Context: an optimization exercise on an open-source flow, tuned for small area and a short achievable clock period. The choices shown serve that exercise and are no tape-out recipe.
No functional check of the RTL was part of any run shown here.
Power figures rest on the tool's default switching activity, not on a simulated workload.

===== flow/run.sh =====
#!/bin/bash
# synth_recipe.tcl (not shown) runs the flow's synth.tcl, then flattens the netlist and writes it again
# the make line also repeats each setting of config.mk as NAME=value (left out here)
make -C /OpenROAD-flow-scripts/flow DESIGN_CONFIG=/design/flow/config.mk WORK_HOME=/design/flow/orfs CLKGATE_MAP_FILE= SYNTH_SCRIPT=/design/flow/synth_recipe.tcl finish

===== flow/config.mk =====
export PLATFORM = sky130hd
export DESIGN_NAME = mac_unit
export DESIGN_NICKNAME = mac_unit
export VERILOG_FILES = /design/flow/design.v
export SDC_FILE = /design/flow/constraint.sdc
export NUM_CORES = 4
export LEC_CHECK = 0
export CAP_MARGIN = 20
export CORE_MARGIN = 2
export CORE_UTILIZATION = 40
export SLEW_MARGIN = 20
export SYNTH_HIERARCHICAL = 1
export SYNTH_MINIMUM_KEEP_SIZE = 0

===== flow/constraint.sdc =====
create_clock -name core_clock -period 7.0 [get_ports {clk}]
set_input_delay 1.4000 -clock core_clock [delete_from_list [all_inputs] [get_ports {clk}]]
set_output_delay 1.4000 -clock core_clock [all_outputs]
set_load 0.01 [all_outputs]

===== flow/design.v =====
module mac_unit #(
    parameter AW = 16,
    parameter BW = 16,
    parameter ACCW = 40,
    parameter SIGNED = 0
)(
    input  wire clk,
    input  wire rst_n,
    input  wire en,
    input  wire valid_in,
    input  wire [AW-1:0] a,
    input  wire [BW-1:0] b,
    output reg  valid_out,
    output reg  [ACCW-1:0] acc_out
);
  reg [60:0] pr;
  reg valid_reg;
  wire p1;
  wire p2;
  wire p3;
  wire p4;
  wire p5;
  wire p6;
  wire p7;
  wire p8;
  wire p9;
  wire p10;
  wire p11;
  wire p12;
  wire p13;
  wire p14;
  wire p15;
  wire p16;
  wire p17;
  wire p18;
  wire p19;
  wire p20;
  wire p21;
  wire p22;
  wire p23;
  wire p24;
  wire p25;
  wire p26;
  wire p27;
  wire p28;
  wire p29;
  wire p30;
  wire p31;
  wire p32;
  wire p33;
  wire p34;
  wire p35;
  wire p36;
  wire p37;
  wire p38;
  wire p39;
  wire p40;
  wire p41;
  wire p42;
  wire p43;
  wire p44;
  wire p45;
  wire p46;
  wire p47;
  wire p48;
  wire p49;
  wire p50;
  wire p51;
  wire p52;
  wire p53;
  wire p54;
  wire p55;
  wire p56;
  wire p57;
  wire p58;
  wire p59;
  wire p60;
  wire p61;
  wire p62;
  wire p63;
  wire p64;
  wire p65;
  wire p66;
  wire p67;
  wire p68;
  wire p69;
  wire p70;
  wire p71;
  wire p72;
  wire p73;
  wire p74;
  wire p75;
  wire p76;
  wire p77;
  wire p78;
  wire p79;
  wire p80;
  wire p81;
  wire p82;
  wire p83;
  wire p84;
  wire p85;
  wire p86;
  wire p87;
  wire p88;
  wire p89;
  wire p90;
  wire p91;
  wire p92;
  wire p93;
  wire p94;
  wire p95;
  wire p96;
  wire p97;
  wire p98;
  wire p99;
  wire p100;
  wire p101;
  wire p102;
  wire p103;
  wire p104;
  wire p105;
  wire p106;
  wire p107;
  wire p108;
  wire p109;
  wire p110;
  wire p111;
  wire p112;
  wire p113;
  wire p114;
  wire p115;
  wire p116;
  wire p117;
  wire p118;
  wire p119;
  wire p120;
  wire p121;
  wire p122;
  wire p123;
  wire p124;
  wire p125;
  wire p126;
  wire p127;
  wire p128;
  wire p129;
  wire p130;
  wire p131;
  wire p132;
  wire p133;
  wire p134;
  wire p135;
  wire p136;
  wire p137;
  wire p138;
  wire p139;
  wire p140;
  wire p141;
  wire p142;
  wire p143;
  wire p144;
  wire p145;
  wire p146;
  wire p147;
  wire p148;
  wire p149;
  wire p150;
  wire p151;
  wire p152;
  wire p153;
  wire p154;
  wire p155;
  wire p156;
  wire p157;
  wire p158;
  wire p159;
  wire p160;
  wire p161;
  wire p162;
  wire p163;
  wire p164;
  wire p165;
  wire p166;
  wire p167;
  wire p168;
  wire p169;
  wire p170;
  wire p171;
  wire p172;
  wire p173;
  wire p174;
  wire p175;
  wire p176;
  wire p177;
  wire p178;
  wire p179;
  wire p180;
  wire p181;
  wire p182;
  wire p183;
  wire p184;
  wire p185;
  wire p186;
  wire p187;
  wire p188;
  wire p189;
  wire p190;
  wire p191;
  wire p192;
  wire p193;
  wire p194;
  wire p195;
  wire p196;
  wire p197;
  wire p198;
  wire p199;
  wire p200;
  wire p201;
  wire p202;
  wire p203;
  wire p204;
  wire p205;
  wire p206;
  wire p207;
  wire p208;
  wire p209;
  wire p210;
  wire p211;
  wire p212;
  wire p213;
  wire p214;
  wire p215;
  wire p216;
  wire p217;
  wire p218;
  wire p219;
  wire p220;
  wire p221;
  wire p222;
  wire p223;
  wire p224;
  wire p225;
  wire p226;
  wire p227;
  wire p228;
  wire p229;
  wire p230;
  wire p231;
  wire p232;
  wire p233;
  wire p234;
  wire p235;
  wire p236;
  wire p237;
  wire p238;
  wire p239;
  wire p240;
  wire p241;
  wire p242;
  wire p243;
  wire p244;
  wire p245;
  wire p246;
  wire p247;
  wire p248;
  wire p249;
  wire p250;
  wire p251;
  wire p252;
  wire p253;
  wire p254;
  wire p255;
  wire p256;
  wire s257;
  wire c258;
  wire s259;
  wire c260;
  wire s261;
  wire c262;
  wire s263;
  wire c264;
  wire s265;
  wire c266;
  wire s267;
  wire c268;
  wire s269;
  wire c270;
  wire s271;
  wire c272;
  wire s273;
  wire c274;
  wire s275;
  wire c276;
  wire s277;
  wire c278;
  wire s279;
  wire c280;
  wire s281;
  wire c282;
  wire s283;
  wire c284;
  wire s285;
  wire c286;
  wire s287;
  wire c288;
  wire s289;
  wire c290;
  wire s291;
  wire c292;
  wire s293;
  wire c294;
  wire s295;
  wire c296;
  wire s297;
  wire c298;
  wire s299;
  wire c300;
  wire s301;
  wire c302;
  wire s303;
  wire c304;
  wire s305;
  wire c306;
  wire s307;
  wire c308;
  wire s309;
  wire c310;
  wire s311;
  wire c312;
  wire s313;
  wire c314;
  wire s315;
  wire c316;
  wire s317;
  wire c318;
  wire s319;
  wire c320;
  wire s321;
  wire c322;
  wire s323;
  wire c324;
  wire s325;
  wire c326;
  wire s327;
  wire c328;
  wire s329;
  wire c330;
  wire s331;
  wire c332;
  wire s333;
  wire c334;
  wire s335;
  wire c336;
  wire s337;
  wire c338;
  wire s339;
  wire c340;
  wire s341;
  wire c342;
  wire s343;
  wire c344;
  wire s345;
  wire c346;
  wire s347;
  wire c348;
  wire s349;
  wire c350;
  wire s351;
  wire c352;
  wire s353;
  wire c354;
  wire s355;
  wire c356;
  wire s357;
  wire c358;
  wire s359;
  wire c360;
  wire s361;
  wire c362;
  wire s363;
  wire c364;
  wire s365;
  wire c366;
  wire s367;
  wire c368;
  wire s369;
  wire c370;
  wire s371;
  wire c372;
  wire s373;
  wire c374;
  wire s375;
  wire c376;
  wire s377;
  wire c378;
  wire s379;
  wire c380;
  wire s381;
  wire c382;
  wire s383;
  wire c384;
  wire s385;
  wire c386;
  wire s387;
  wire c388;
  wire s389;
  wire c390;
  wire s391;
  wire c392;
  wire s393;
  wire c394;
  wire s395;
  wire c396;
  wire s397;
  wire c398;
  wire s399;
  wire c400;
  wire s401;
  wire c402;
  wire s403;
  wire c404;
  wire s405;
  wire c406;
  wire s407;
  wire c408;
  wire s409;
  wire c410;
  wire s411;
  wire c412;
  wire s413;
  wire c414;
  wire s415;
  wire c416;
  wire s417;
  wire c418;
  wire s419;
  wire c420;
  wire s421;
  wire c422;
  wire s423;
  wire c424;
  wire s425;
  wire c426;
  wire s427;
  wire c428;
  wire s429;
  wire c430;
  wire s431;
  wire c432;
  wire s433;
  wire c434;
  wire s435;
  wire c436;
  wire s437;
  wire c438;
  wire s439;
  wire c440;
  wire s441;
  wire c442;
  wire s443;
  wire c444;
  wire s445;
  wire c446;
  wire s447;
  wire c448;
  wire s449;
  wire c450;
  wire s451;
  wire c452;
  wire s453;
  wire c454;
  wire s455;
  wire c456;
  wire s457;
  wire c458;
  wire s459;
  wire c460;
  wire s461;
  wire c462;
  wire s463;
  wire c464;
  wire s465;
  wire c466;
  wire s467;
  wire c468;
  wire s469;
  wire c470;
  wire s471;
  wire c472;
  wire s473;
  wire c474;
  wire s475;
  wire c476;
  wire s477;
  wire c478;
  wire s479;
  wire c480;
  wire s481;
  wire c482;
  wire s483;
  wire c484;
  wire s485;
  wire c486;
  wire s487;
  wire c488;
  wire s489;
  wire c490;
  wire s491;
  wire c492;
  wire s493;
  wire c494;
  wire s495;
  wire c496;
  wire s497;
  wire c498;
  wire s499;
  wire c500;
  wire s501;
  wire c502;
  wire s503;
  wire c504;
  wire s505;
  wire c506;
  wire s507;
  wire c508;
  wire s509;
  wire c510;
  wire s511;
  wire c512;
  wire s513;
  wire c514;
  wire s515;
  wire c516;
  wire s517;
  wire c518;
  wire s519;
  wire c520;
  wire s521;
  wire c522;
  wire s523;
  wire c524;
  wire s525;
  wire c526;
  wire s527;
  wire c528;
  wire s529;
  wire c530;
  wire s531;
  wire c532;
  wire s533;
  wire c534;
  wire s535;
  wire c536;
  wire s537;
  wire c538;
  wire s539;
  wire c540;
  wire s541;
  wire c542;
  wire s543;
  wire c544;
  wire s545;
  wire c546;
  wire s547;
  wire c548;
  wire s549;
  wire c550;
  wire s551;
  wire c552;
  wire s553;
  wire c554;
  wire s555;
  wire c556;
  wire s557;
  wire c558;
  wire s559;
  wire c560;
  wire s561;
  wire c562;
  wire s563;
  wire c564;
  wire s565;
  wire c566;
  wire s567;
  wire c568;
  wire s569;
  wire c570;
  wire s571;
  wire c572;
  wire s573;
  wire c574;
  wire s575;
  wire c576;
  wire s577;
  wire c578;
  wire s579;
  wire c580;
  wire s581;
  wire c582;
  wire s583;
  wire c584;
  wire s585;
  wire c586;
  wire s587;
  wire c588;
  wire s589;
  wire c590;
  wire s591;
  wire c592;
  wire s593;
  wire c594;
  wire s595;
  wire c596;
  wire s597;
  wire c598;
  wire s599;
  wire c600;
  wire s601;
  wire c602;
  wire s603;
  wire c604;
  wire s605;
  wire c606;
  wire s607;
  wire c608;
  wire s609;
  wire c610;
  wire s611;
  wire c612;
  wire s613;
  wire c614;
  wire s615;
  wire c616;
  wire s617;
  wire c618;
  wire s619;
  wire c620;
  wire s621;
  wire c622;
  wire s623;
  wire c624;
  wire s625;
  wire c626;
  wire s627;
  wire c628;
  wire s629;
  wire c630;
  wire s631;
  wire c632;
  wire s633;
  wire c634;
  wire s635;
  wire c636;
  wire s637;
  wire c638;
  wire s639;
  wire c640;
  wire s641;
  wire c642;
  wire s643;
  wire c644;
  wire s645;
  wire c646;
  wire s647;
  wire c648;
  wire s649;
  wire c650;
  wire s651;
  wire c652;
  wire s653;
  wire c654;
  wire s655;
  wire c656;
  wire s657;
  wire c658;
  wire s659;
  wire c660;
  wire s661;
  wire c662;
  wire s663;
  wire c664;
  wire s665;
  wire c666;
  wire s667;
  wire c668;
  wire s669;
  wire c670;
  wire s671;
  wire c672;
  wire s673;
  wire c674;
  wire s675;
  wire c676;
  wire s677;
  wire c678;
  wire s679;
  wire c680;
  wire s681;
  wire c682;
  wire s683;
  wire c684;
  wire s685;
  wire c686;
  wire s687;
  wire c688;
  wire s689;
  wire c690;
  wire s691;
  wire c692;
  wire s693;
  wire c694;
  wire s695;
  wire c696;
  wire s697;
  wire c698;
  wire s699;
  wire c700;
  wire s701;
  wire c702;
  wire s703;
  wire c704;
  wire s705;
  wire c706;
  wire s707;
  wire c708;
  wire s709;
  wire c710;
  wire s711;
  wire c712;
  wire s713;
  wire c714;
  wire s715;
  wire c716;
  wire s717;
  wire c718;
  wire s719;
  wire c720;
  wire s721;
  wire c722;
  wire s723;
  wire c724;
  wire s725;
  wire c726;
  wire s727;
  wire c728;
  wire s729;
  wire c730;
  wire s731;
  wire c732;
  wire s733;
  wire c734;
  wire s735;
  wire c736;
  assign p1 = a[0] & b[0];
  assign p2 = a[0] & b[1];
  assign p3 = a[0] & b[2];
  assign p4 = a[0] & b[3];
  assign p5 = a[0] & b[4];
  assign p6 = a[0] & b[5];
  assign p7 = a[0] & b[6];
  assign p8 = a[0] & b[7];
  assign p9 = a[0] & b[8];
  assign p10 = a[0] & b[9];
  assign p11 = a[0] & b[10];
  assign p12 = a[0] & b[11];
  assign p13 = a[0] & b[12];
  assign p14 = a[0] & b[13];
  assign p15 = a[0] & b[14];
  assign p16 = a[0] & b[15];
  assign p17 = a[1] & b[0];
  assign p18 = a[1] & b[1];
  assign p19 = a[1] & b[2];
  assign p20 = a[1] & b[3];
  assign p21 = a[1] & b[4];
  assign p22 = a[1] & b[5];
  assign p23 = a[1] & b[6];
  assign p24 = a[1] & b[7];
  assign p25 = a[1] & b[8];
  assign p26 = a[1] & b[9];
  assign p27 = a[1] & b[10];
  assign p28 = a[1] & b[11];
  assign p29 = a[1] & b[12];
  assign p30 = a[1] & b[13];
  assign p31 = a[1] & b[14];
  assign p32 = a[1] & b[15];
  assign p33 = a[2] & b[0];
  assign p34 = a[2] & b[1];
  assign p35 = a[2] & b[2];
  assign p36 = a[2] & b[3];
  assign p37 = a[2] & b[4];
  assign p38 = a[2] & b[5];
  assign p39 = a[2] & b[6];
  assign p40 = a[2] & b[7];
  assign p41 = a[2] & b[8];
  assign p42 = a[2] & b[9];
  assign p43 = a[2] & b[10];
  assign p44 = a[2] & b[11];
  assign p45 = a[2] & b[12];
  assign p46 = a[2] & b[13];
  assign p47 = a[2] & b[14];
  assign p48 = a[2] & b[15];
  assign p49 = a[3] & b[0];
  assign p50 = a[3] & b[1];
  assign p51 = a[3] & b[2];
  assign p52 = a[3] & b[3];
  assign p53 = a[3] & b[4];
  assign p54 = a[3] & b[5];
  assign p55 = a[3] & b[6];
  assign p56 = a[3] & b[7];
  assign p57 = a[3] & b[8];
  assign p58 = a[3] & b[9];
  assign p59 = a[3] & b[10];
  assign p60 = a[3] & b[11];
  assign p61 = a[3] & b[12];
  assign p62 = a[3] & b[13];
  assign p63 = a[3] & b[14];
  assign p64 = a[3] & b[15];
  assign p65 = a[4] & b[0];
  assign p66 = a[4] & b[1];
  assign p67 = a[4] & b[2];
  assign p68 = a[4] & b[3];
  assign p69 = a[4] & b[4];
  assign p70 = a[4] & b[5];
  assign p71 = a[4] & b[6];
  assign p72 = a[4] & b[7];
  assign p73 = a[4] & b[8];
  assign p74 = a[4] & b[9];
  assign p75 = a[4] & b[10];
  assign p76 = a[4] & b[11];
  assign p77 = a[4] & b[12];
  assign p78 = a[4] & b[13];
  assign p79 = a[4] & b[14];
  assign p80 = a[4] & b[15];
  assign p81 = a[5] & b[0];
  assign p82 = a[5] & b[1];
  assign p83 = a[5] & b[2];
  assign p84 = a[5] & b[3];
  assign p85 = a[5] & b[4];
  assign p86 = a[5] & b[5];
  assign p87 = a[5] & b[6];
  assign p88 = a[5] & b[7];
  assign p89 = a[5] & b[8];
  assign p90 = a[5] & b[9];
  assign p91 = a[5] & b[10];
  assign p92 = a[5] & b[11];
  assign p93 = a[5] & b[12];
  assign p94 = a[5] & b[13];
  assign p95 = a[5] & b[14];
  assign p96 = a[5] & b[15];
  assign p97 = a[6] & b[0];
  assign p98 = a[6] & b[1];
  assign p99 = a[6] & b[2];
  assign p100 = a[6] & b[3];
  assign p101 = a[6] & b[4];
  assign p102 = a[6] & b[5];
  assign p103 = a[6] & b[6];
  assign p104 = a[6] & b[7];
  assign p105 = a[6] & b[8];
  assign p106 = a[6] & b[9];
  assign p107 = a[6] & b[10];
  assign p108 = a[6] & b[11];
  assign p109 = a[6] & b[12];
  assign p110 = a[6] & b[13];
  assign p111 = a[6] & b[14];
  assign p112 = a[6] & b[15];
  assign p113 = a[7] & b[0];
  assign p114 = a[7] & b[1];
  assign p115 = a[7] & b[2];
  assign p116 = a[7] & b[3];
  assign p117 = a[7] & b[4];
  assign p118 = a[7] & b[5];
  assign p119 = a[7] & b[6];
  assign p120 = a[7] & b[7];
  assign p121 = a[7] & b[8];
  assign p122 = a[7] & b[9];
  assign p123 = a[7] & b[10];
  assign p124 = a[7] & b[11];
  assign p125 = a[7] & b[12];
  assign p126 = a[7] & b[13];
  assign p127 = a[7] & b[14];
  assign p128 = a[7] & b[15];
  assign p129 = a[8] & b[0];
  assign p130 = a[8] & b[1];
  assign p131 = a[8] & b[2];
  assign p132 = a[8] & b[3];
  assign p133 = a[8] & b[4];
  assign p134 = a[8] & b[5];
  assign p135 = a[8] & b[6];
  assign p136 = a[8] & b[7];
  assign p137 = a[8] & b[8];
  assign p138 = a[8] & b[9];
  assign p139 = a[8] & b[10];
  assign p140 = a[8] & b[11];
  assign p141 = a[8] & b[12];
  assign p142 = a[8] & b[13];
  assign p143 = a[8] & b[14];
  assign p144 = a[8] & b[15];
  assign p145 = a[9] & b[0];
  assign p146 = a[9] & b[1];
  assign p147 = a[9] & b[2];
  assign p148 = a[9] & b[3];
  assign p149 = a[9] & b[4];
  assign p150 = a[9] & b[5];
  assign p151 = a[9] & b[6];
  assign p152 = a[9] & b[7];
  assign p153 = a[9] & b[8];
  assign p154 = a[9] & b[9];
  assign p155 = a[9] & b[10];
  assign p156 = a[9] & b[11];
  assign p157 = a[9] & b[12];
  assign p158 = a[9] & b[13];
  assign p159 = a[9] & b[14];
  assign p160 = a[9] & b[15];
  assign p161 = a[10] & b[0];
  assign p162 = a[10] & b[1];
  assign p163 = a[10] & b[2];
  assign p164 = a[10] & b[3];
  assign p165 = a[10] & b[4];
  assign p166 = a[10] & b[5];
  assign p167 = a[10] & b[6];
  assign p168 = a[10] & b[7];
  assign p169 = a[10] & b[8];
  assign p170 = a[10] & b[9];
  assign p171 = a[10] & b[10];
  assign p172 = a[10] & b[11];
  assign p173 = a[10] & b[12];
  assign p174 = a[10] & b[13];
  assign p175 = a[10] & b[14];
  assign p176 = a[10] & b[15];
  assign p177 = a[11] & b[0];
  assign p178 = a[11] & b[1];
  assign p179 = a[11] & b[2];
  assign p180 = a[11] & b[3];
  assign p181 = a[11] & b[4];
  assign p182 = a[11] & b[5];
  assign p183 = a[11] & b[6];
  assign p184 = a[11] & b[7];
  assign p185 = a[11] & b[8];
  assign p186 = a[11] & b[9];
  assign p187 = a[11] & b[10];
  assign p188 = a[11] & b[11];
  assign p189 = a[11] & b[12];
  assign p190 = a[11] & b[13];
  assign p191 = a[11] & b[14];
  assign p192 = a[11] & b[15];
  assign p193 = a[12] & b[0];
  assign p194 = a[12] & b[1];
  assign p195 = a[12] & b[2];
  assign p196 = a[12] & b[3];
  assign p197 = a[12] & b[4];
  assign p198 = a[12] & b[5];
  assign p199 = a[12] & b[6];
  assign p200 = a[12] & b[7];
  assign p201 = a[12] & b[8];
  assign p202 = a[12] & b[9];
  assign p203 = a[12] & b[10];
  assign p204 = a[12] & b[11];
  assign p205 = a[12] & b[12];
  assign p206 = a[12] & b[13];
  assign p207 = a[12] & b[14];
  assign p208 = a[12] & b[15];
  assign p209 = a[13] & b[0];
  assign p210 = a[13] & b[1];
  assign p211 = a[13] & b[2];
  assign p212 = a[13] & b[3];
  assign p213 = a[13] & b[4];
  assign p214 = a[13] & b[5];
  assign p215 = a[13] & b[6];
  assign p216 = a[13] & b[7];
  assign p217 = a[13] & b[8];
  assign p218 = a[13] & b[9];
  assign p219 = a[13] & b[10];
  assign p220 = a[13] & b[11];
  assign p221 = a[13] & b[12];
  assign p222 = a[13] & b[13];
  assign p223 = a[13] & b[14];
  assign p224 = a[13] & b[15];
  assign p225 = a[14] & b[0];
  assign p226 = a[14] & b[1];
  assign p227 = a[14] & b[2];
  assign p228 = a[14] & b[3];
  assign p229 = a[14] & b[4];
  assign p230 = a[14] & b[5];
  assign p231 = a[14] & b[6];
  assign p232 = a[14] & b[7];
  assign p233 = a[14] & b[8];
  assign p234 = a[14] & b[9];
  assign p235 = a[14] & b[10];
  assign p236 = a[14] & b[11];
  assign p237 = a[14] & b[12];
  assign p238 = a[14] & b[13];
  assign p239 = a[14] & b[14];
  assign p240 = a[14] & b[15];
  assign p241 = a[15] & b[0];
  assign p242 = a[15] & b[1];
  assign p243 = a[15] & b[2];
  assign p244 = a[15] & b[3];
  assign p245 = a[15] & b[4];
  assign p246 = a[15] & b[5];
  assign p247 = a[15] & b[6];
  assign p248 = a[15] & b[7];
  assign p249 = a[15] & b[8];
  assign p250 = a[15] & b[9];
  assign p251 = a[15] & b[10];
  assign p252 = a[15] & b[11];
  assign p253 = a[15] & b[12];
  assign p254 = a[15] & b[13];
  assign p255 = a[15] & b[14];
  assign p256 = a[15] & b[15];
  mac_ha ha1 (.a(p104), .b(p119), .s(s257), .co(c258));
  mac_fa fa1 (.a(p105), .b(p120), .ci(p135), .s(s259), .co(c260));
  mac_ha ha2 (.a(p15), .b(p150), .s(s261), .co(c262));
  mac_fa fa2 (.a(p106), .b(p121), .ci(p136), .s(s263), .co(c264));
  mac_fa fa3 (.a(p151), .b(p16), .ci(p166), .s(s265), .co(c266));
  mac_ha ha3 (.a(p181), .b(p196), .s(s267), .co(c268));
  mac_fa fa4 (.a(p107), .b(p122), .ci(p137), .s(s269), .co(c270));
  mac_fa fa5 (.a(p152), .b(p167), .ci(p182), .s(s271), .co(c272));
  mac_ha ha4 (.a(p197), .b(p212), .s(s273), .co(c274));
  mac_fa fa6 (.a(p108), .b(p123), .ci(p138), .s(s275), .co(c276));
  mac_fa fa7 (.a(p153), .b(p168), .ci(p183), .s(s277), .co(c278));
  mac_fa fa8 (.a(p109), .b(p124), .ci(p139), .s(s279), .co(c280));
  mac_ha ha5 (.a(p10), .b(p100), .s(s281), .co(c282));
  mac_fa fa9 (.a(p101), .b(p11), .ci(p116), .s(s283), .co(c284));
  mac_ha ha6 (.a(p131), .b(p146), .s(s285), .co(c286));
  mac_fa fa10 (.a(p102), .b(p117), .ci(p12), .s(s287), .co(c288));
  mac_fa fa11 (.a(p132), .b(p147), .ci(p162), .s(s289), .co(c290));
  mac_ha ha7 (.a(p177), .b(p27), .s(s291), .co(c292));
  mac_fa fa12 (.a(p103), .b(p118), .ci(p13), .s(s293), .co(c294));
  mac_fa fa13 (.a(p133), .b(p148), .ci(p163), .s(s295), .co(c296));
  mac_fa fa14 (.a(p178), .b(p193), .ci(p28), .s(s297), .co(c298));
  mac_ha ha8 (.a(p43), .b(p58), .s(s299), .co(c300));
  mac_fa fa15 (.a(p134), .b(p14), .ci(p149), .s(s301), .co(c302));
  mac_fa fa16 (.a(p164), .b(p179), .ci(p194), .s(s303), .co(c304));
  mac_fa fa17 (.a(p209), .b(p29), .ci(p44), .s(s305), .co(c306));
  mac_fa fa18 (.a(p59), .b(p74), .ci(p89), .s(s307), .co(c308));
  mac_fa fa19 (.a(p165), .b(p180), .ci(p195), .s(s309), .co(c310));
  mac_fa fa20 (.a(p210), .b(p225), .ci(p30), .s(s311), .co(c312));
  mac_fa fa21 (.a(p45), .b(p60), .ci(p75), .s(s313), .co(c314));
  mac_fa fa22 (.a(p90), .b(c258), .ci(s261), .s(s315), .co(c316));
  mac_fa fa23 (.a(p211), .b(p226), .ci(p241), .s(s317), .co(c318));
  mac_fa fa24 (.a(p31), .b(p46), .ci(p61), .s(s319), .co(c320));
  mac_fa fa25 (.a(p76), .b(p91), .ci(c262), .s(s321), .co(c322));
  mac_fa fa26 (.a(s267), .b(c260), .ci(s263), .s(s323), .co(c324));
  mac_fa fa27 (.a(p227), .b(p242), .ci(p32), .s(s325), .co(c326));
  mac_fa fa28 (.a(p47), .b(p62), .ci(p77), .s(s327), .co(c328));
  mac_fa fa29 (.a(p92), .b(c268), .ci(s273), .s(s329), .co(c330));
  mac_fa fa30 (.a(c264), .b(c266), .ci(s269), .s(s331), .co(c332));
  mac_fa fa31 (.a(p198), .b(p213), .ci(p228), .s(s333), .co(c334));
  mac_fa fa32 (.a(p243), .b(p48), .ci(p63), .s(s335), .co(c336));
  mac_fa fa33 (.a(p78), .b(p93), .ci(c274), .s(s337), .co(c338));
  mac_fa fa34 (.a(c270), .b(c272), .ci(s275), .s(s339), .co(c340));
  mac_fa fa35 (.a(p154), .b(p169), .ci(p184), .s(s341), .co(c342));
  mac_fa fa36 (.a(p199), .b(p214), .ci(p229), .s(s343), .co(c344));
  mac_fa fa37 (.a(p244), .b(p64), .ci(p79), .s(s345), .co(c346));
  mac_fa fa38 (.a(p94), .b(c276), .ci(c278), .s(s347), .co(c348));
  mac_fa fa39 (.a(p110), .b(p125), .ci(p140), .s(s349), .co(c350));
  mac_fa fa40 (.a(p155), .b(p170), .ci(p185), .s(s351), .co(c352));
  mac_fa fa41 (.a(p200), .b(p215), .ci(p230), .s(s353), .co(c354));
  mac_fa fa42 (.a(p245), .b(p80), .ci(p95), .s(s355), .co(c356));
  mac_fa fa43 (.a(p111), .b(p126), .ci(p141), .s(s357), .co(c358));
  mac_fa fa44 (.a(p156), .b(p171), .ci(p186), .s(s359), .co(c360));
  mac_fa fa45 (.a(p201), .b(p216), .ci(p231), .s(s361), .co(c362));
  mac_fa fa46 (.a(p112), .b(p127), .ci(p142), .s(s363), .co(c364));
  mac_fa fa47 (.a(p157), .b(p172), .ci(p187), .s(s365), .co(c366));
  mac_fa fa48 (.a(p128), .b(p143), .ci(p158), .s(s367), .co(c368));
  mac_ha ha9 (.a(p22), .b(p37), .s(s369), .co(c370));
  mac_fa fa49 (.a(p113), .b(p23), .ci(p38), .s(s371), .co(c372));
  mac_ha ha10 (.a(p53), .b(p68), .s(s373), .co(c374));
  mac_fa fa50 (.a(p114), .b(p129), .ci(p24), .s(s375), .co(c376));
  mac_fa fa51 (.a(p39), .b(p54), .ci(p69), .s(s377), .co(c378));
  mac_ha ha11 (.a(p84), .b(p9), .s(s379), .co(c380));
  mac_fa fa52 (.a(p115), .b(p130), .ci(p145), .s(s381), .co(c382));
  mac_fa fa53 (.a(p25), .b(p40), .ci(p55), .s(s383), .co(c384));
  mac_fa fa54 (.a(p70), .b(p85), .ci(s281), .s(s385), .co(c386));
  mac_fa fa55 (.a(p161), .b(p26), .ci(p41), .s(s387), .co(c388));
  mac_fa fa56 (.a(p56), .b(p71), .ci(p86), .s(s389), .co(c390));
  mac_fa fa57 (.a(c282), .b(s285), .ci(s283), .s(s391), .co(c392));
  mac_fa fa58 (.a(p42), .b(p57), .ci(p72), .s(s393), .co(c394));
  mac_fa fa59 (.a(p87), .b(c286), .ci(s291), .s(s395), .co(c396));
  mac_fa fa60 (.a(c284), .b(s287), .ci(s289), .s(s397), .co(c398));
  mac_fa fa61 (.a(p73), .b(p88), .ci(c292), .s(s399), .co(c400));
  mac_fa fa62 (.a(s299), .b(c288), .ci(c290), .s(s401), .co(c402));
  mac_fa fa63 (.a(s293), .b(s295), .ci(s297), .s(s403), .co(c404));
  mac_fa fa64 (.a(c300), .b(s257), .ci(c294), .s(s405), .co(c406));
  mac_fa fa65 (.a(c296), .b(c298), .ci(s301), .s(s407), .co(c408));
  mac_fa fa66 (.a(s303), .b(s305), .ci(s307), .s(s409), .co(c410));
  mac_fa fa67 (.a(c302), .b(c304), .ci(c306), .s(s411), .co(c412));
  mac_fa fa68 (.a(c308), .b(s259), .ci(s309), .s(s413), .co(c414));
  mac_fa fa69 (.a(s311), .b(s313), .ci(s315), .s(s415), .co(c416));
  mac_fa fa70 (.a(c310), .b(c312), .ci(c314), .s(s417), .co(c418));
  mac_fa fa71 (.a(s265), .b(s317), .ci(s319), .s(s419), .co(c420));
  mac_fa fa72 (.a(c316), .b(s321), .ci(s323), .s(s421), .co(c422));
  mac_fa fa73 (.a(c318), .b(c320), .ci(s271), .s(s423), .co(c424));
  mac_fa fa74 (.a(s325), .b(s327), .ci(c322), .s(s425), .co(c426));
  mac_fa fa75 (.a(s329), .b(c324), .ci(s331), .s(s427), .co(c428));
  mac_fa fa76 (.a(c326), .b(c328), .ci(s277), .s(s429), .co(c430));
  mac_fa fa77 (.a(s333), .b(s335), .ci(c330), .s(s431), .co(c432));
  mac_fa fa78 (.a(s337), .b(c332), .ci(s339), .s(s433), .co(c434));
  mac_fa fa79 (.a(c334), .b(c336), .ci(s279), .s(s435), .co(c436));
  mac_fa fa80 (.a(s341), .b(s343), .ci(s345), .s(s437), .co(c438));
  mac_fa fa81 (.a(c338), .b(c340), .ci(s347), .s(s439), .co(c440));
  mac_fa fa82 (.a(c280), .b(c342), .ci(c344), .s(s441), .co(c442));
  mac_fa fa83 (.a(c346), .b(s349), .ci(s351), .s(s443), .co(c444));
  mac_fa fa84 (.a(s353), .b(s355), .ci(c348), .s(s445), .co(c446));
  mac_fa fa85 (.a(p246), .b(p96), .ci(c350), .s(s447), .co(c448));
  mac_fa fa86 (.a(c352), .b(c354), .ci(c356), .s(s449), .co(c450));
  mac_fa fa87 (.a(s357), .b(s359), .ci(s361), .s(s451), .co(c452));
  mac_fa fa88 (.a(p202), .b(p217), .ci(p232), .s(s453), .co(c454));
  mac_fa fa89 (.a(p247), .b(c358), .ci(c360), .s(s455), .co(c456));
  mac_fa fa90 (.a(c362), .b(s363), .ci(s365), .s(s457), .co(c458));
  mac_fa fa91 (.a(p173), .b(p188), .ci(p203), .s(s459), .co(c460));
  mac_fa fa92 (.a(p218), .b(p233), .ci(p248), .s(s461), .co(c462));
  mac_fa fa93 (.a(c364), .b(c366), .ci(s367), .s(s463), .co(c464));
  mac_fa fa94 (.a(p144), .b(p159), .ci(p174), .s(s465), .co(c466));
  mac_fa fa95 (.a(p189), .b(p204), .ci(p219), .s(s467), .co(c468));
  mac_fa fa96 (.a(p234), .b(p249), .ci(c368), .s(s469), .co(c470));
  mac_fa fa97 (.a(p160), .b(p175), .ci(p190), .s(s471), .co(c472));
  mac_fa fa98 (.a(p205), .b(p220), .ci(p235), .s(s473), .co(c474));
  mac_fa fa99 (.a(p176), .b(p191), .ci(p206), .s(s475), .co(c476));
  mac_ha ha12 (.a(p20), .b(p35), .s(s477), .co(c478));
  mac_fa fa100 (.a(p21), .b(p36), .ci(p51), .s(s479), .co(c480));
  mac_ha ha13 (.a(p6), .b(p66), .s(s481), .co(c482));
  mac_fa fa101 (.a(p52), .b(p67), .ci(p7), .s(s483), .co(c484));
  mac_fa fa102 (.a(p82), .b(p97), .ci(s369), .s(s485), .co(c486));
  mac_fa fa103 (.a(p8), .b(p83), .ci(p98), .s(s487), .co(c488));
  mac_fa fa104 (.a(c370), .b(s373), .ci(s371), .s(s489), .co(c490));
  mac_fa fa105 (.a(p99), .b(c374), .ci(s379), .s(s491), .co(c492));
  mac_fa fa106 (.a(c372), .b(s375), .ci(s377), .s(s493), .co(c494));
  mac_fa fa107 (.a(c380), .b(c376), .ci(c378), .s(s495), .co(c496));
  mac_fa fa108 (.a(s381), .b(s383), .ci(s385), .s(s497), .co(c498));
  mac_fa fa109 (.a(c382), .b(c384), .ci(s387), .s(s499), .co(c500));
  mac_fa fa110 (.a(s389), .b(c386), .ci(s391), .s(s501), .co(c502));
  mac_fa fa111 (.a(c388), .b(c390), .ci(s393), .s(s503), .co(c504));
  mac_fa fa112 (.a(s395), .b(c392), .ci(s397), .s(s505), .co(c506));
  mac_fa fa113 (.a(c394), .b(c396), .ci(s399), .s(s507), .co(c508));
  mac_fa fa114 (.a(c398), .b(s401), .ci(s403), .s(s509), .co(c510));
  mac_fa fa115 (.a(c400), .b(c402), .ci(c404), .s(s511), .co(c512));
  mac_fa fa116 (.a(s405), .b(s407), .ci(s409), .s(s513), .co(c514));
  mac_fa fa117 (.a(c406), .b(c408), .ci(c410), .s(s515), .co(c516));
  mac_fa fa118 (.a(s411), .b(s413), .ci(s415), .s(s517), .co(c518));
  mac_fa fa119 (.a(c412), .b(c414), .ci(s417), .s(s519), .co(c520));
  mac_fa fa120 (.a(s419), .b(c416), .ci(s421), .s(s521), .co(c522));
  mac_fa fa121 (.a(c418), .b(c420), .ci(s423), .s(s523), .co(c524));
  mac_fa fa122 (.a(s425), .b(c422), .ci(s427), .s(s525), .co(c526));
  mac_fa fa123 (.a(c424), .b(s429), .ci(c426), .s(s527), .co(c528));
  mac_fa fa124 (.a(s431), .b(c428), .ci(s433), .s(s529), .co(c530));
  mac_fa fa125 (.a(c430), .b(s435), .ci(s437), .s(s531), .co(c532));
  mac_fa fa126 (.a(c432), .b(c434), .ci(s439), .s(s533), .co(c534));
  mac_fa fa127 (.a(c436), .b(c438), .ci(s441), .s(s535), .co(c536));
  mac_fa fa128 (.a(s443), .b(c440), .ci(s445), .s(s537), .co(c538));
  mac_fa fa129 (.a(c442), .b(c444), .ci(s447), .s(s539), .co(c540));
  mac_fa fa130 (.a(s449), .b(s451), .ci(c446), .s(s541), .co(c542));
  mac_fa fa131 (.a(s453), .b(c448), .ci(c450), .s(s543), .co(c544));
  mac_fa fa132 (.a(c452), .b(s455), .ci(s457), .s(s545), .co(c546));
  mac_fa fa133 (.a(c454), .b(s459), .ci(s461), .s(s547), .co(c548));
  mac_fa fa134 (.a(c456), .b(c458), .ci(s463), .s(s549), .co(c550));
  mac_fa fa135 (.a(c460), .b(c462), .ci(s465), .s(s551), .co(c552));
  mac_fa fa136 (.a(s467), .b(c464), .ci(s469), .s(s553), .co(c554));
  mac_fa fa137 (.a(p250), .b(c466), .ci(c468), .s(s555), .co(c556));
  mac_fa fa138 (.a(s471), .b(s473), .ci(c470), .s(s557), .co(c558));
  mac_fa fa139 (.a(p221), .b(p236), .ci(p251), .s(s559), .co(c560));
  mac_fa fa140 (.a(c472), .b(c474), .ci(s475), .s(s561), .co(c562));
  mac_fa fa141 (.a(p192), .b(p207), .ci(p222), .s(s563), .co(c564));
  mac_fa fa142 (.a(p237), .b(p252), .ci(c476), .s(s565), .co(c566));
  mac_fa fa143 (.a(p208), .b(p223), .ci(p238), .s(s567), .co(c568));
  mac_ha ha14 (.a(p19), .b(p34), .s(s569), .co(c570));
  mac_fa fa144 (.a(p5), .b(p50), .ci(p65), .s(s571), .co(c572));
  mac_fa fa145 (.a(p81), .b(c478), .ci(s481), .s(s573), .co(c574));
  mac_fa fa146 (.a(c482), .b(c480), .ci(s483), .s(s575), .co(c576));
  mac_fa fa147 (.a(c484), .b(s487), .ci(c486), .s(s577), .co(c578));
  mac_fa fa148 (.a(c488), .b(s491), .ci(c490), .s(s579), .co(c580));
  mac_fa fa149 (.a(c492), .b(c494), .ci(s495), .s(s581), .co(c582));
  mac_fa fa150 (.a(c496), .b(s499), .ci(c498), .s(s583), .co(c584));
  mac_fa fa151 (.a(c500), .b(s503), .ci(c502), .s(s585), .co(c586));
  mac_fa fa152 (.a(c504), .b(s507), .ci(c506), .s(s587), .co(c588));
  mac_fa fa153 (.a(c508), .b(c510), .ci(s511), .s(s589), .co(c590));
  mac_fa fa154 (.a(c512), .b(c514), .ci(s515), .s(s591), .co(c592));
  mac_fa fa155 (.a(c516), .b(s519), .ci(c518), .s(s593), .co(c594));
  mac_fa fa156 (.a(c520), .b(s523), .ci(c522), .s(s595), .co(c596));
  mac_fa fa157 (.a(c524), .b(s527), .ci(c526), .s(s597), .co(c598));
  mac_fa fa158 (.a(s531), .b(c528), .ci(c530), .s(s599), .co(c600));
  mac_fa fa159 (.a(c532), .b(s535), .ci(c534), .s(s601), .co(c602));
  mac_fa fa160 (.a(c536), .b(s539), .ci(c538), .s(s603), .co(c604));
  mac_fa fa161 (.a(c540), .b(s543), .ci(s545), .s(s605), .co(c606));
  mac_fa fa162 (.a(s547), .b(c544), .ci(c546), .s(s607), .co(c608));
  mac_fa fa163 (.a(c548), .b(s551), .ci(c550), .s(s609), .co(c610));
  mac_fa fa164 (.a(c552), .b(s555), .ci(c554), .s(s611), .co(c612));
  mac_fa fa165 (.a(s559), .b(c556), .ci(s561), .s(s613), .co(c614));
  mac_fa fa166 (.a(c560), .b(s563), .ci(c562), .s(s615), .co(c616));
  mac_fa fa167 (.a(p253), .b(c564), .ci(s567), .s(s617), .co(c618));
  mac_fa fa168 (.a(p224), .b(p239), .ci(p254), .s(s619), .co(c620));
  mac_ha ha15 (.a(p18), .b(p3), .s(s621), .co(c622));
  mac_fa fa169 (.a(p4), .b(p49), .ci(s569), .s(s623), .co(c624));
  mac_fa fa170 (.a(c570), .b(s477), .ci(s571), .s(s625), .co(c626));
  mac_fa fa171 (.a(c572), .b(s479), .ci(s573), .s(s627), .co(c628));
  mac_fa fa172 (.a(c574), .b(s485), .ci(s575), .s(s629), .co(c630));
  mac_fa fa173 (.a(c576), .b(s489), .ci(s577), .s(s631), .co(c632));
  mac_fa fa174 (.a(s493), .b(c578), .ci(s579), .s(s633), .co(c634));
  mac_fa fa175 (.a(s497), .b(c580), .ci(s581), .s(s635), .co(c636));
  mac_fa fa176 (.a(c582), .b(s501), .ci(s583), .s(s637), .co(c638));
  mac_fa fa177 (.a(s505), .b(c584), .ci(s585), .s(s639), .co(c640));
  mac_fa fa178 (.a(s509), .b(c586), .ci(s587), .s(s641), .co(c642));
  mac_fa fa179 (.a(s513), .b(c588), .ci(s589), .s(s643), .co(c644));
  mac_fa fa180 (.a(s517), .b(c590), .ci(s591), .s(s645), .co(c646));
  mac_fa fa181 (.a(c592), .b(s521), .ci(s593), .s(s647), .co(c648));
  mac_fa fa182 (.a(s525), .b(c594), .ci(s595), .s(s649), .co(c650));
  mac_fa fa183 (.a(s529), .b(c596), .ci(s597), .s(s651), .co(c652));
  mac_fa fa184 (.a(s533), .b(c598), .ci(s599), .s(s653), .co(c654));
  mac_fa fa185 (.a(s537), .b(s601), .ci(c600), .s(s655), .co(c656));
  mac_fa fa186 (.a(s541), .b(c602), .ci(s603), .s(s657), .co(c658));
  mac_fa fa187 (.a(c542), .b(s605), .ci(c604), .s(s659), .co(c660));
  mac_fa fa188 (.a(s549), .b(c606), .ci(s607), .s(s661), .co(c662));
  mac_fa fa189 (.a(s553), .b(c608), .ci(s609), .s(s663), .co(c664));
  mac_fa fa190 (.a(s557), .b(c610), .ci(s611), .s(s665), .co(c666));
  mac_fa fa191 (.a(c558), .b(s613), .ci(c612), .s(s667), .co(c668));
  mac_fa fa192 (.a(s565), .b(c614), .ci(s615), .s(s669), .co(c670));
  mac_fa fa193 (.a(c566), .b(s617), .ci(c616), .s(s671), .co(c672));
  mac_fa fa194 (.a(c568), .b(s619), .ci(c618), .s(s673), .co(c674));
  mac_fa fa195 (.a(p240), .b(p255), .ci(c620), .s(s675), .co(c676));
  mac_ha ha16 (.a(acc_out[1]), .b(pr[1]), .s(s677), .co(c678));
  mac_fa fa196 (.a(acc_out[2]), .b(pr[3]), .ci(pr[4]), .s(s679), .co(c680));
  mac_fa fa197 (.a(acc_out[3]), .b(pr[5]), .ci(pr[6]), .s(s681), .co(c682));
  mac_fa fa198 (.a(acc_out[4]), .b(pr[7]), .ci(pr[8]), .s(s683), .co(c684));
  mac_fa fa199 (.a(acc_out[5]), .b(pr[10]), .ci(pr[9]), .s(s685), .co(c686));
  mac_fa fa200 (.a(acc_out[6]), .b(pr[11]), .ci(pr[12]), .s(s687), .co(c688));
  mac_fa fa201 (.a(acc_out[7]), .b(pr[13]), .ci(pr[14]), .s(s689), .co(c690));
  mac_fa fa202 (.a(acc_out[8]), .b(pr[15]), .ci(pr[16]), .s(s691), .co(c692));
  mac_fa fa203 (.a(acc_out[9]), .b(pr[17]), .ci(pr[18]), .s(s693), .co(c694));
  mac_fa fa204 (.a(acc_out[10]), .b(pr[19]), .ci(pr[20]), .s(s695), .co(c696));
  mac_fa fa205 (.a(acc_out[11]), .b(pr[21]), .ci(pr[22]), .s(s697), .co(c698));
  mac_fa fa206 (.a(acc_out[12]), .b(pr[23]), .ci(pr[24]), .s(s699), .co(c700));
  mac_fa fa207 (.a(acc_out[13]), .b(pr[25]), .ci(pr[26]), .s(s701), .co(c702));
  mac_fa fa208 (.a(acc_out[14]), .b(pr[27]), .ci(pr[28]), .s(s703), .co(c704));
  mac_fa fa209 (.a(acc_out[15]), .b(pr[29]), .ci(pr[30]), .s(s705), .co(c706));
  mac_fa fa210 (.a(acc_out[16]), .b(pr[31]), .ci(pr[32]), .s(s707), .co(c708));
  mac_fa fa211 (.a(acc_out[17]), .b(pr[33]), .ci(pr[34]), .s(s709), .co(c710));
  mac_fa fa212 (.a(acc_out[18]), .b(pr[35]), .ci(pr[36]), .s(s711), .co(c712));
  mac_fa fa213 (.a(acc_out[19]), .b(pr[37]), .ci(pr[38]), .s(s713), .co(c714));
  mac_fa fa214 (.a(acc_out[20]), .b(pr[39]), .ci(pr[40]), .s(s715), .co(c716));
  mac_fa fa215 (.a(acc_out[21]), .b(pr[41]), .ci(pr[42]), .s(s717), .co(c718));
  mac_fa fa216 (.a(acc_out[22]), .b(pr[43]), .ci(pr[44]), .s(s719), .co(c720));
  mac_fa fa217 (.a(acc_out[23]), .b(pr[45]), .ci(pr[46]), .s(s721), .co(c722));
  mac_fa fa218 (.a(acc_out[24]), .b(pr[47]), .ci(pr[48]), .s(s723), .co(c724));
  mac_fa fa219 (.a(acc_out[25]), .b(pr[49]), .ci(pr[50]), .s(s725), .co(c726));
  mac_fa fa220 (.a(acc_out[26]), .b(pr[51]), .ci(pr[52]), .s(s727), .co(c728));
  mac_fa fa221 (.a(acc_out[27]), .b(pr[53]), .ci(pr[54]), .s(s729), .co(c730));
  mac_fa fa222 (.a(acc_out[28]), .b(pr[55]), .ci(pr[56]), .s(s731), .co(c732));
  mac_fa fa223 (.a(acc_out[29]), .b(pr[57]), .ci(pr[58]), .s(s733), .co(c734));
  mac_fa fa224 (.a(acc_out[30]), .b(pr[59]), .ci(pr[60]), .s(s735), .co(c736));
  wire [39:0] ra = {acc_out[39], acc_out[38], acc_out[37], acc_out[36], acc_out[35], acc_out[34], acc_out[33], acc_out[32], acc_out[31], c734, c732, c730, c728, c726, c724, c722, c720, c718, c716, c714, c712, c710, c708, c706, c704, c702, c700, c698, c696, c694, c692, c690, c688, c686, c684, c682, c680, c678, pr[2], acc_out[0]};
  wire [39:0] rb = {1'b0, 1'b0, 1'b0, 1'b0, 1'b0, 1'b0, 1'b0, 1'b0, c736, s735, s733, s731, s729, s727, s725, s723, s721, s719, s717, s715, s713, s711, s709, s707, s705, s703, s701, s699, s697, s695, s693, s691, s689, s687, s685, s683, s681, s679, s677, pr[0]};
  wire [39:0] sum = ra + rb;
  always @(posedge clk) begin
    pr <= {c676, p256, c674, s675, c672, s673, s671, c670, c668, s669, s667, c666, c664, s665, s663, c662, c660, s661, s659, c658, c656, s657, s655, c654, s653, c652, s651, c650, s649, c648, s647, c646, s645, c644, s643, c642, s641, c640, s639, c638, s637, c636, s635, c634, s633, c632, s631, c630, s629, c628, s627, c626, s625, c624, s623, c622, s621, p33, p2, p17, p1};
    valid_reg <= valid_in & rst_n;
  end
  always @(posedge clk) begin
    if (!rst_n) begin
      acc_out <= 40'd0;
      valid_out <= 1'b0;
    end else begin
      valid_out <= valid_reg;
      if (en && valid_reg)
        acc_out <= sum;
    end
  end
endmodule
module mac_fa (input wire a, input wire b, input wire ci,
               output wire s, output wire co);
  assign s = a ^ b ^ ci;
  assign co = (a & b) | (a & ci) | (b & ci);
endmodule
module mac_ha (input wire a, input wire b, output wire s, output wire co);
  assign s = a ^ b;
  assign co = a & b;
endmodule

==> results.sh, run 1 <==
export IMPL_status="complete, no violations"
export IMPL_cp_common_cell="fa_1"
export IMPL_cp_start_kind="input port"
export IMPL_crit_chain="clkdlybuf4s50_1 > and2_1 > fa_1 > fa_1 > fa_1 > fa_1 > fa_1 > fa_1"
export IMPL_h_tree_depth=3
export IMPL_critPathBufInv=1
export IMPL_start_util_pct=40.3
export IMPL_criticalPathCategory="in -> reg"
export IMPL_pwr_density_cell_nw_per_um2=391
export IMPL_synthCells=1031
export IMPL_synthTopCellsByCount="286 x and2_1, 225 x fa_1, 103 x dfxtp_1"
export IMPL_ant_nets=0
export IMPL_syn_num_nets=1340
export IMPL_grt_overflow=0
export IMPL_grt_pass1_wl_mm=44.8
export IMPL_drive_gt1_share_pct=3.93
export IMPL_worstHoldPathType="reg -> reg"
export IMPL_p_leak_nw=5.19
export IMPL_crit_slowest_cell="clkdlybuf4s50_1"
export IMPL_synth_area_um2=11100
export IMPL_die_w_um=171
export IMPL_crit_fanout=16
export IMPL_synth_edf_count=0
export IMPL_ys_ff_latch=103
export IMPL_wire_per_inst_um=19.4
export IMPL_cts_made_buffers=9
export IMPL_area_growth_pct=11.7
export IMPL_totalWireLength_mm=28.1
export IMPL_cts_tree="done"
export IMPL_finalHoldViolations=0
export IMPL_portBuffers=76
export IMPL_place_detailed_hpwl_mm=21.6
export IMPL_cts_resized=0
export IMPL_largest_reg_flops=61
export IMPL_path_depth=8
export IMPL_relSlewSlack_pct=37.6
export IMPL_cp_arrival_ps=5310
export IMPL_reg2reg_depth=11
export IMPL_postCtsHoldBufs=0
export IMPL_first_global_vias=7971
export IMPL_drcViolationCount=0
export IMPL_p_int_mw=2.51
export IMPL_num_rows=61
export IMPL_max_freq_ghz=0.197
export IMPL_end_kind="flop"
export IMPL_grt_max_degree=61
export IMPL_clockBufferDepth=2
export IMPL_post_route_period_util_pct=72.7
export IMPL_cts_clk_slew_worst_paths_ps=80
export IMPL_die_height_um=171
export IMPL_synth_top_cell_area_share_pct=40.5
export IMPL_drv_slew=0
export IMPL_power_frac_clock_pct=10.3
export IMPL_yosysTopAreaCell="fa_1"
export IMPL_worst_pin_slew_ps=937
export IMPL_cts_setup_buffers=0
export IMPL_layout_min_cycle_time_ps=5090
export IMPL_grtUsageTotal_pct=20.3
export IMPL_reg_largest_list="pr: 61 flops, acc_out: 40 flops"
export IMPL_worstHoldPathCells=2
export IMPL_yosys_cell_types_count=60
export IMPL_nNetsFinal=1373
export IMPL_postPlaceCellArea_um2=12100
export IMPL_reg2reg_slack_ps=3690
export IMPL_clock_skew_ps=12.3
export IMPL_yosysWarnings=7
export IMPL_core_um2=27600
export IMPL_routabilityCongestion=0.849
export IMPL_die_area_um2=29100
export IMPL_rsz0062_at_grt="no"
export IMPL_synth_area_leaders="fa_1 41%, dfxtp_1 19%, and2_1 16%, ha_1 5.4%, nand2_1 2.1%"
export IMPL_switching_share_pct=48.1
export IMPL_slowest_delay_ps=760
export IMPL_clock_latency_ps=360
export IMPL_required_ps=7230
export IMPL_cts_root_buf="clkbuf_16"
export IMPL_viasPerCell=5.15
export IMPL_numClockSinks=103
export IMPL_critPathTopFamily="adder cells"
export IMPL_drv_cap=0
export IMPL_ir_drop_mv=0.248
export IMPL_drt_initial_drc_count=394
export IMPL_synth_seq_area_share_pct=18.6
export IMPL_largest_register="pr"
export IMPL_antenna_found_initial=0
export IMPL_synth_ff_type="dfxtp_1"
export IMPL_final_setup_tns_ps=0
export IMPL_async_flop_share_pct=0
export IMPL_fin_area_um2=12400
export IMPL_yosys_cell_count_top_type="and2_1"
export IMPL_p_seq_share_pct=19.8
export IMPL_switchingPower_mw=2.33
export IMPL_via_count=7460
export IMPL_dr_pass1_iters=7
export IMPL_synth_area_per_cell_um2=10.8
export IMPL_ios=77
export IMPL_setup_violations=0
export IMPL_combPwrFrac_pct=69.9
==> worst reg2reg max path, stage by stage (launching register included) <==
cell	delay (ps)
dfxtp_1	470
fa_1	450
ha_1	400
a21oi_1	290
o21a_1	200
nand3_1	100
a211oi_1	340
a21oi_1	160
a31oi_1	360
xor2_1	180
o21ai_0	80
and2_1	170
==> area by class of cell <==
| cell class | instances | area (um2) |
|---|---|---|
| fill | 2607 | 15100 |
| multi-input combinational | 858 | 8760 |
| sequential | 103 | 2060 |
| timing repair buffer | 77 | 763 |
| tap | 378 | 473 |
| clock buffer | 9 | 225 |
| clock inverter | 7 | 70.1 |
| inverter | 15 | 56.3 |
| antenna | 1 | 2.50 |
==> per-layer routing <==
layer	wire, um	vias up	GRT usage (%)
li1	-	3411	-
met1	12500	3886	27.0
met2	14400	136	35.7
met3	764	27	2.48
met4	442	0	4.50
met5	0	-	0
==> path summary, 6_finish.rpt <==
kind,start,to
worst max-delay path,a[6],pr[34]
worst min-delay path,acc_out[39],acc_out[39]
worst min register to register,acc_out[39],acc_out[39]
worst max register to register,acc_out[15],acc_out[26]
==> Yosys stat by module, one instance, submodules excluded <==
module / cell area, um2 / copies in the design / flops+latches / cells inside
mac_ha: 12.5 / 16 / 0 / 1
mac_unit: 6430 / 1 / 103 / 791
mac_fa: 20.0 / 224 / 0 / 1
==> per-stage QoR <==
stage | power [mW] | setup slack [ps] | hold slack, ps | cells | util (%)
final | 4.85 | 1910 | 474 | 1448 | 45.0
after global placement | 4.33 | 1680 | 452 | 1431 | 43.9
after detailed placement | 4.38 | 1590 | 469 | 1431 | 43.9
after CTS | 4.90 | 1960 | 480 | 1447 | 45.0
after floorplan | 3.46 | 2470 | 448 | 1031 | -
after global routing | 5.33 | 1790 | 511 | 1447 | 45.0
==> cells by family (layout without fill, tap and decap cells) <==
family | after synthesis | after routing | share of synthesized area (%)
compound gates | 136 | 136 | 8.40
flops | 103 | 103 | 18.6
simple gates | 421 | 421 | 22.2
xor+xnor | 26 | 26 | 2.05
other cells | 0 | 1 | 0
buf+inv | 70 | 108 | 2.69
mux | 2 | 2 | 0.180
fa+ha+maj | 273 | 273 | 45.9
==> power by group through the flow <==
stage | clock, mW | sequential, mW | combinational, mW
after global routing | 0.539 | 0.985 | 3.81
after global placement | 0 | 0.976 | 3.36
final | 0.501 | 0.958 | 3.39
after floorplan | 0 | 0.940 | 2.52
after detailed placement | 0 | 0.978 | 3.40
after CTS | 0.517 | 0.964 | 3.42
==> cell usage in the layout (no fill, tap or decap), drive strengths merged, types with 2 or more instances in the layout <==
| master | instances |
|---|---|
| a211oi | 2 |
| a21boi | 4 |
| a21o | 10 |
| a21oi | 38 |
| a31oi | 6 |
| and2 | 289 |
| and3 | 7 |
| buf | 2 |
| clkbuf | 9 |
| clkdlybuf4s50 | 75 |
| clkinv | 2 |
| dfxtp | 103 |
| fa | 225 |
| ha | 48 |
| inv | 19 |
| mux2i | 2 |
| nand2 | 62 |
| nand2b | 5 |
| nand3 | 19 |
| nand4 | 11 |
| nor2 | 11 |
| nor2b | 5 |
| nor3b | 3 |
| o211a | 2 |
| o211ai | 5 |
| o21a | 3 |
| o21ai | 47 |
| o21bai | 7 |
| o31ai | 2 |
| or3 | 2 |
| or4b | 4 |
| xnor2 | 16 |
| xor2 | 10 |
==> run 2, diff against run 1 <==
--- a/flow/config.mk
+++ b/flow/config.mk
@@ -8,6 +8,7 @@
 export CAP_MARGIN = 20
 export CORE_MARGIN = 2
 export CORE_UTILIZATION = 40
+export SETUP_SLACK_MARGIN = 2
 export SLEW_MARGIN = 20
 export SYNTH_HIERARCHICAL = 1
 export SYNTH_MINIMUM_KEEP_SIZE = 0
==> run 2 against run 1 <==
Net effect: critical path type unchanged; highest routed layer unchanged; routed wire length down 0.14%; non-clock buffer count unchanged; largest cell class unchanged; sequential power about the same.
==> results.sh, run 2 <==
export IMPL_r2r_end="acc_out[26]"
export IMPL_combPwrFrac_pct=69.9
export IMPL_pwr_density_cell_nw_per_um2=390
export IMPL_cts_clk_slew_worst_paths_ps=80
export IMPL_required_ps=7230
export IMPL_worstHoldPathType="reg -> reg"
export IMPL_clock_latency_ps=360
export IMPL_multi_input_area_um2=8760
export IMPL_setup_violations=0
export IMPL_setup_slack_ps=2140
export IMPL_cts_root_buf="clkbuf_16"
export IMPL_cp_start_kind="input port"
export IMPL_place_detailed_hpwl_mm=21.6
export IMPL_synth_compound_area_share_pct=8.40
export IMPL_fillers=2603
export IMPL_cts_made_buffers=9
export IMPL_final_setup_tns_ps=0
export IMPL_hold_start="acc_out[39]"
export IMPL_async_flop_share_pct=0
export IMPL_reg2reg_depth=11
export IMPL_synth_seq_area_share_pct=18.6
export IMPL_power_mw=4.85
export IMPL_start_util_pct=40.3
export IMPL_post_route_period_util_pct=69.5
export IMPL_r2r_start="acc_out[15]"
export IMPL_ios=77
export IMPL_die_w_um=171
export IMPL_layout_commonest_cell="and2_1"
export IMPL_criticalPathCategory="in -> reg"
export IMPL_yosysWarnings=7
export IMPL_portBuffers=76
export IMPL_core_um2=27600
export IMPL_cp_arrival_ps=5100
export IMPL_drt_initial_drc_count=346
export IMPL_reg_largest_list="pr: 61 flops, acc_out: 40 flops"
export IMPL_syn_num_nets=1340
export IMPL_num_rows=61
export IMPL_grt_overflow=0
export IMPL_dp_cells=1431
export IMPL_h_tree_depth=3
export IMPL_yosysTopAreaCell="fa_1"
export IMPL_fin_util_pct=45.1
export IMPL_largest_reg_flops=61
export IMPL_status="complete, no violations"
export IMPL_synth_fa_ha_area_share_pct=45.9
export IMPL_drv_cap=0
export IMPL_area_growth_pct=11.9
export IMPL_grt_max_degree=61
export IMPL_postCtsHoldBufs=0
export IMPL_synth_ff_type="dfxtp_1"
export IMPL_seqCellArea_um2=2060
export IMPL_p_int_mw=2.51
export IMPL_yosys_cell_count_top_type="and2_1"
export IMPL_cts_tree="done"
export IMPL_dr_pass1_iters=6
export IMPL_clock_skew_ps=12.3
export IMPL_synth_edf_count=0
export IMPL_synth_area_leaders="fa_1 41%, dfxtp_1 19%, and2_1 16%, ha_1 5.4%, nand2_1 2.1%"
export IMPL_antenna_found_initial=0
export IMPL_die_height_um=171
export IMPL_viasPerCell=5.16
export IMPL_drv_slew=0
export IMPL_first_global_vias=7971
export IMPL_largest_register="pr"
export IMPL_worstHoldPathCells=2
export IMPL_synth_top_cell_area_share_pct=40.5
export IMPL_synthTopCellsByCount="286 x and2_1, 225 x fa_1, 103 x dfxtp_1"
export IMPL_relSlewSlack_pct=36.6
export IMPL_end_kind="flop"
export IMPL_max_freq_ghz=0.206
export IMPL_die_area_um2=29100
export IMPL_finalNonFillerCells=1447
export IMPL_synthCells=1031
export IMPL_muxShareOfSynthArea_pct=0.180
export IMPL_p_seq_share_pct=19.8
export IMPL_final_cell_mix="286 x and2_1, 225 x fa_1, 103 x dfxtp_1"
export IMPL_clockBufferDepth=2
export IMPL_ir_drop_mv=0.249
export IMPL_p_leak_nw=5.31
export IMPL_numClockSinks=103
export IMPL_via_count=7465
export IMPL_pre_cts_slack_ps=1590
export IMPL_grt_pass1_wl_mm=44.8
export IMPL_power_frac_clock_pct=10.3
export IMPL_synthXorXnorAreaFrac_pct=2.05
export IMPL_switchingPower_mw=2.33
export IMPL_worst_pin_slew_ps=951
export IMPL_synth_area_um2=11100
export IMPL_grtUsageTotal_pct=20.3
export IMPL_ys_ff_latch=103
export IMPL_wire_per_inst_um=19.4
export IMPL_fin_area_um2=12400
export IMPL_drive_gt1_share_pct=3.93
export IMPL_drcViolationCount=0
export IMPL_synth_top_family_by_area="adder cells"
export IMPL_synth_area_per_cell_um2=10.8
export IMPL_nNetsFinal=1373
export IMPL_num_antenna_cells=0
export IMPL_layout_min_cycle_time_ps=4860
export IMPL_totalWireLength_mm=28.0
export IMPL_routabilityCongestion=0.849
export IMPL_yosys_cell_types_count=60
export IMPL_switching_share_pct=48.1
export IMPL_yosys_area_share_simple_pct=22.2
export IMPL_ant_nets=0
export IMPL_postPlaceCellArea_um2=12100
export IMPL_worst_hold_path_endpoint="acc_out[39]"
export IMPL_holdWs_ps=477
export IMPL_crit_fanout=16
export IMPL_finalHoldViolations=0
export IMPL_reg2reg_slack_ps=3670
export IMPL_rsz0062_at_grt="no"
## run 2: area by class of cell
class	instances	area share, %
multi-input combinational	858	70.4
inverter	15	0.453
sequential	103	16.6
clock buffer	9	1.81
tap	378	3.80
clock inverter	7	0.563
timing repair buffer	77	6.38
## run 2: what timing repair did
item,4_1_cts,5_1_grt
setup endpoints to repair,3,10
buffers inserted,0,0
resized for setup,2,13
gates cloned,0,0
## run 2: worst max path at each step
| stage | start | to | slack [ps] | cells after the start |
|---|---|---|---|---|
| 2_1_floorplan | a[6] | pr[34] | 2470 | 8 |
| 3_3_place_gp | b[10] | pr[36] | 1680 | 8 |
| 4_1_cts | a[6] | pr[36] | 2010 | 8 |
| 3_5_place_dp | b[11] | pr[36] | 1590 | 8 |
| 5_1_grt | b[4] | pr[32] | 2030 | 8 |
| 6_report | b[4] | pr[32] | 2140 | 8 |
## run 2: metal layers
layer	vias up	track usage, %	share of wire, %
li1	3415	-	-
met1	3859	27.0	44
met2	162	35.7	51
met3	29	2.48	3.1
met4	0	4.50	1.6
met5	-	0	0
## run 2: cell families (layout without fill, tap and decap cells)
family / count (synthesis) / in the layout
xor+xnor: 26 / 26
mux: 2 / 2
simple gates: 421 / 421
fa+ha+maj: 273 / 273
compound gates: 136 / 136
buf+inv: 70 / 108
flops: 103 / 103
## run 2: power by group through the flow
stage,Sequential (mW),Clock [mW],Combinational (mW)
finish,0.958,0.500,3.39
global route,0.985,0.539,3.81
CTS,0.964,0.517,3.42
detailed placement,0.978,0,3.40
global placement,0.976,0,3.36
floorplan,0.940,0,2.52
## run 2: worst max-delay path, cell delays in order
cell and delay [ps]:
clkdlybuf4s50_1 760, and2_1 310, ha_1 310, fa_1 570, fa_1 430, fa_1 390, fa_1 520, fa_1 410
## run 2: per-module statistics from Yosys, one instance, submodules excluded
module,copies in the design,cell area [um2],flip-flops and latches,cells
mac_ha,16,12.5,0,1
mac_fa,224,20.0,0,1
mac_unit,1,6430,103,791
==> run 3, diff against run 2 <==
--- a/flow/config.mk
+++ b/flow/config.mk
@@ -8,7 +8,7 @@
 export CAP_MARGIN = 20
 export CORE_MARGIN = 2
 export CORE_UTILIZATION = 40
-export SETUP_SLACK_MARGIN = 2
+export SETUP_SLACK_MARGIN = 3
 export SLEW_MARGIN = 20
 export SYNTH_HIERARCHICAL = 1
 export SYNTH_MINIMUM_KEEP_SIZE = 0
==> run 3 against run 2 <==
Net effect: clock power decreased by 3%; clock skew decreased by 4.7 ps; core utilization increased by 0.75 points; critical path depth unchanged; global-route usage about the same.
==> results.sh, run 3 <==
export IMPL_status="complete, no violations"
export IMPL_finalHoldViolations=0
export IMPL_drive_gt1_share_pct=13.8
export IMPL_post_route_period_util_pct=60.1
export IMPL_ir_drop_mv=0.249
export IMPL_synth_area_per_cell_um2=10.8
export IMPL_final_setup_tns_ps=0
export IMPL_synth_ff_type="dfxtp_1"
export IMPL_worstHoldPathType="reg -> reg"
export IMPL_synth_area_um2=11100
export IMPL_layout_commonest_cell="and2_1"
export IMPL_drv_cap=0
export IMPL_numClockSinks=103
export IMPL_setup_violations=0
export IMPL_grt_overflow=0
export IMPL_layout_min_cycle_time_ps=4210
export IMPL_die_height_um=171
export IMPL_area_growth_pct=13.8
export IMPL_worst_pin_slew_ps=949
export IMPL_largest_reg_flops=61
export IMPL_yosysTopAreaCell="fa_1"
export IMPL_postPlaceCellArea_um2=12200
export IMPL_portBuffers=76
export IMPL_syn_num_nets=1340
export IMPL_cp_start_kind="input port"
export IMPL_synth_edf_count=0
export IMPL_required_ps=7240
export IMPL_yosys_cell_count_top_type="and2_1"
export IMPL_cts_made_buffers=9
export IMPL_die_w_um=171
export IMPL_h_tree_depth=3
export IMPL_wl_met1_mm=12.3
export IMPL_pwr_density_cell_nw_per_um2=386
export IMPL_ios=77
export IMPL_yosysWarnings=7
export IMPL_num_antenna_cells=0
export IMPL_grtUsageTotal_pct=20.4
export IMPL_reg_largest_list="pr: 61 flops, acc_out: 40 flops"
export IMPL_fin_area_um2=12600
export IMPL_cts_tree="done"
export IMPL_rsz0062_at_grt="yes"
export IMPL_relSlewSlack_pct=36.7
export IMPL_dr_pass1_iters=5
export IMPL_cts_clk_slew_worst_paths_ps=70
export IMPL_antenna_found_initial=0
export IMPL_ant_nets=0
export IMPL_drcViolationCount=0
export IMPL_wl_met2_mm=14.2
export IMPL_core_um2=27600
export IMPL_yosys_cell_types_count=60
export IMPL_fin_util_pct=45.9
export IMPL_synth_area_leaders="fa_1 41%, dfxtp_1 19%, and2_1 16%, ha_1 5.4%, nand2_1 2.1%"
export IMPL_end_kind="flop"
export IMPL_routabilityCongestion=0.877
export IMPL_clock_skew_ps=7.65
export IMPL_clock_latency_ps=360
export IMPL_p_leak_nw=5.26
export IMPL_place_detailed_hpwl_mm=21.0
export IMPL_wl_met3_um=870
export IMPL_synth_seq_area_share_pct=18.6
export IMPL_num_rows=61
export IMPL_cp_arrival_ps=4450
export IMPL_ys_ff_latch=103
export IMPL_setup_slack_ps=2790
export IMPL_wire_per_inst_um=19.2
export IMPL_criticalPathCategory="in -> reg"
export IMPL_grt_pass1_wl_mm=45.0
export IMPL_viasPerCell=5.13
export IMPL_totalWireLength_mm=27.9
export IMPL_synth_top_cell_area_share_pct=40.5
export IMPL_max_freq_ghz=0.238
export IMPL_first_global_vias=8096
export IMPL_grt_max_degree=61
export IMPL_largest_register="pr"
export IMPL_routed_top_layer="met4"
export IMPL_cts_root_buf="clkbuf_16"
export IMPL_start_util_pct=40.3
export IMPL_die_area_um2=29100
export IMPL_clockBufferDepth=2
export IMPL_synthTopCellsByCount="286 x and2_1, 225 x fa_1, 103 x dfxtp_1"
export IMPL_via_count=7466
export IMPL_drv_slew=0
export IMPL_pre_cts_slack_ps=1590
export IMPL_crit_fanout=5
export IMPL_nNetsFinal=1380
export IMPL_final_cell_mix="266 x and2_1, 179 x fa_1, 103 x dfxtp_1"
export IMPL_drt_initial_drc_count=265
export IMPL_power_mw=4.88
export IMPL_synthCells=1031
export IMPL_async_flop_share_pct=0
run 3: cell counts after synthesis:
No cell type changed its count.
run 3: modules after synthesis, one instance, submodules excluded:
module    area, um2  times used
mac_ha         12.5          16
mac_unit       6430           1
mac_fa         20.0         224
run 3: metrics by stage:
step | instances | hold WS [ps]
after floorplan | 1031 | 448
after global placement | 1430 | 452
after detailed placement | 1430 | 460
after CTS | 1453 | 471
after global routing | 1454 | 501
final | 1454 | 468
run 3: cells by family after synthesis:
| logic type | count (synthesis) | synth area share [%] |
|---|---|---|
| AO/OA/AOI/OAI | 136 | 8.40 |
| XOR/XNOR | 26 | 2.05 |
| adder cells (fa/ha/maj) | 273 | 45.9 |
| buffers and inverters | 70 | 2.69 |
| flip-flops | 103 | 18.6 |
| multiplexers | 2 | 0.180 |
| AND/OR/NAND/NOR | 421 | 22.2 |
run 3: final cells by class:
cell class,count,area (um2)
inverters,15,56.3
clock buffers,9,225
fillers,2626,14900
clock inverters,7,56.3
multi-input cells,858,8930
repair buffers,84,842
flip-flops and latches,103,2060
well taps,378,473
run 3: repair_timing:
action                                  4_1_cts  5_1_grt
hold buffers                                  0        0
endpoints found under the setup margin       40       13
resized for setup                           216       15
pin swaps                                    11        7
buffers inserted                              7        0
run 3: final timing paths:
path,startpoint,end,slack [ps],cells past startpoint
setup / recovery,b[9],pr[32],2790,8
hold / removal,acc_out[39],acc_out[39],470,2
setup reg to reg,acc_out[16],acc_out[26],3720,11
hold reg to reg,acc_out[39],acc_out[39],470,2
run 3: where the power goes:
part           internal (mW)  total [mW]  switching (mW)
Sequential             0.799       0.957           0.158
Clock                  0.246       0.484           0.238
Combinational           1.52        3.44            1.92
run 3: critical path: stages:
cell and delay (ps):
buf_12 110, and2_4 150, fa_2 560, fa_1 440, fa_1 480, fa_2 350
fa_1 510, fa_2 430
run 3: routing by layer:
layer,vias to the layer above,track usage (%)
met5,-,0
met4,0,4.42
met3,39,2.85
met2,147,35.5
met1,3864,27.1
li1,3416,-

Check on run 3: ideal ports give 2.792 ns setup slack; a clkbuf_16 on the clock port and buf_2 on the inputs give 2.788 ns; moving port delays by the midpoint clock arrival (0.396 ns) as well gives 2.392 ns.
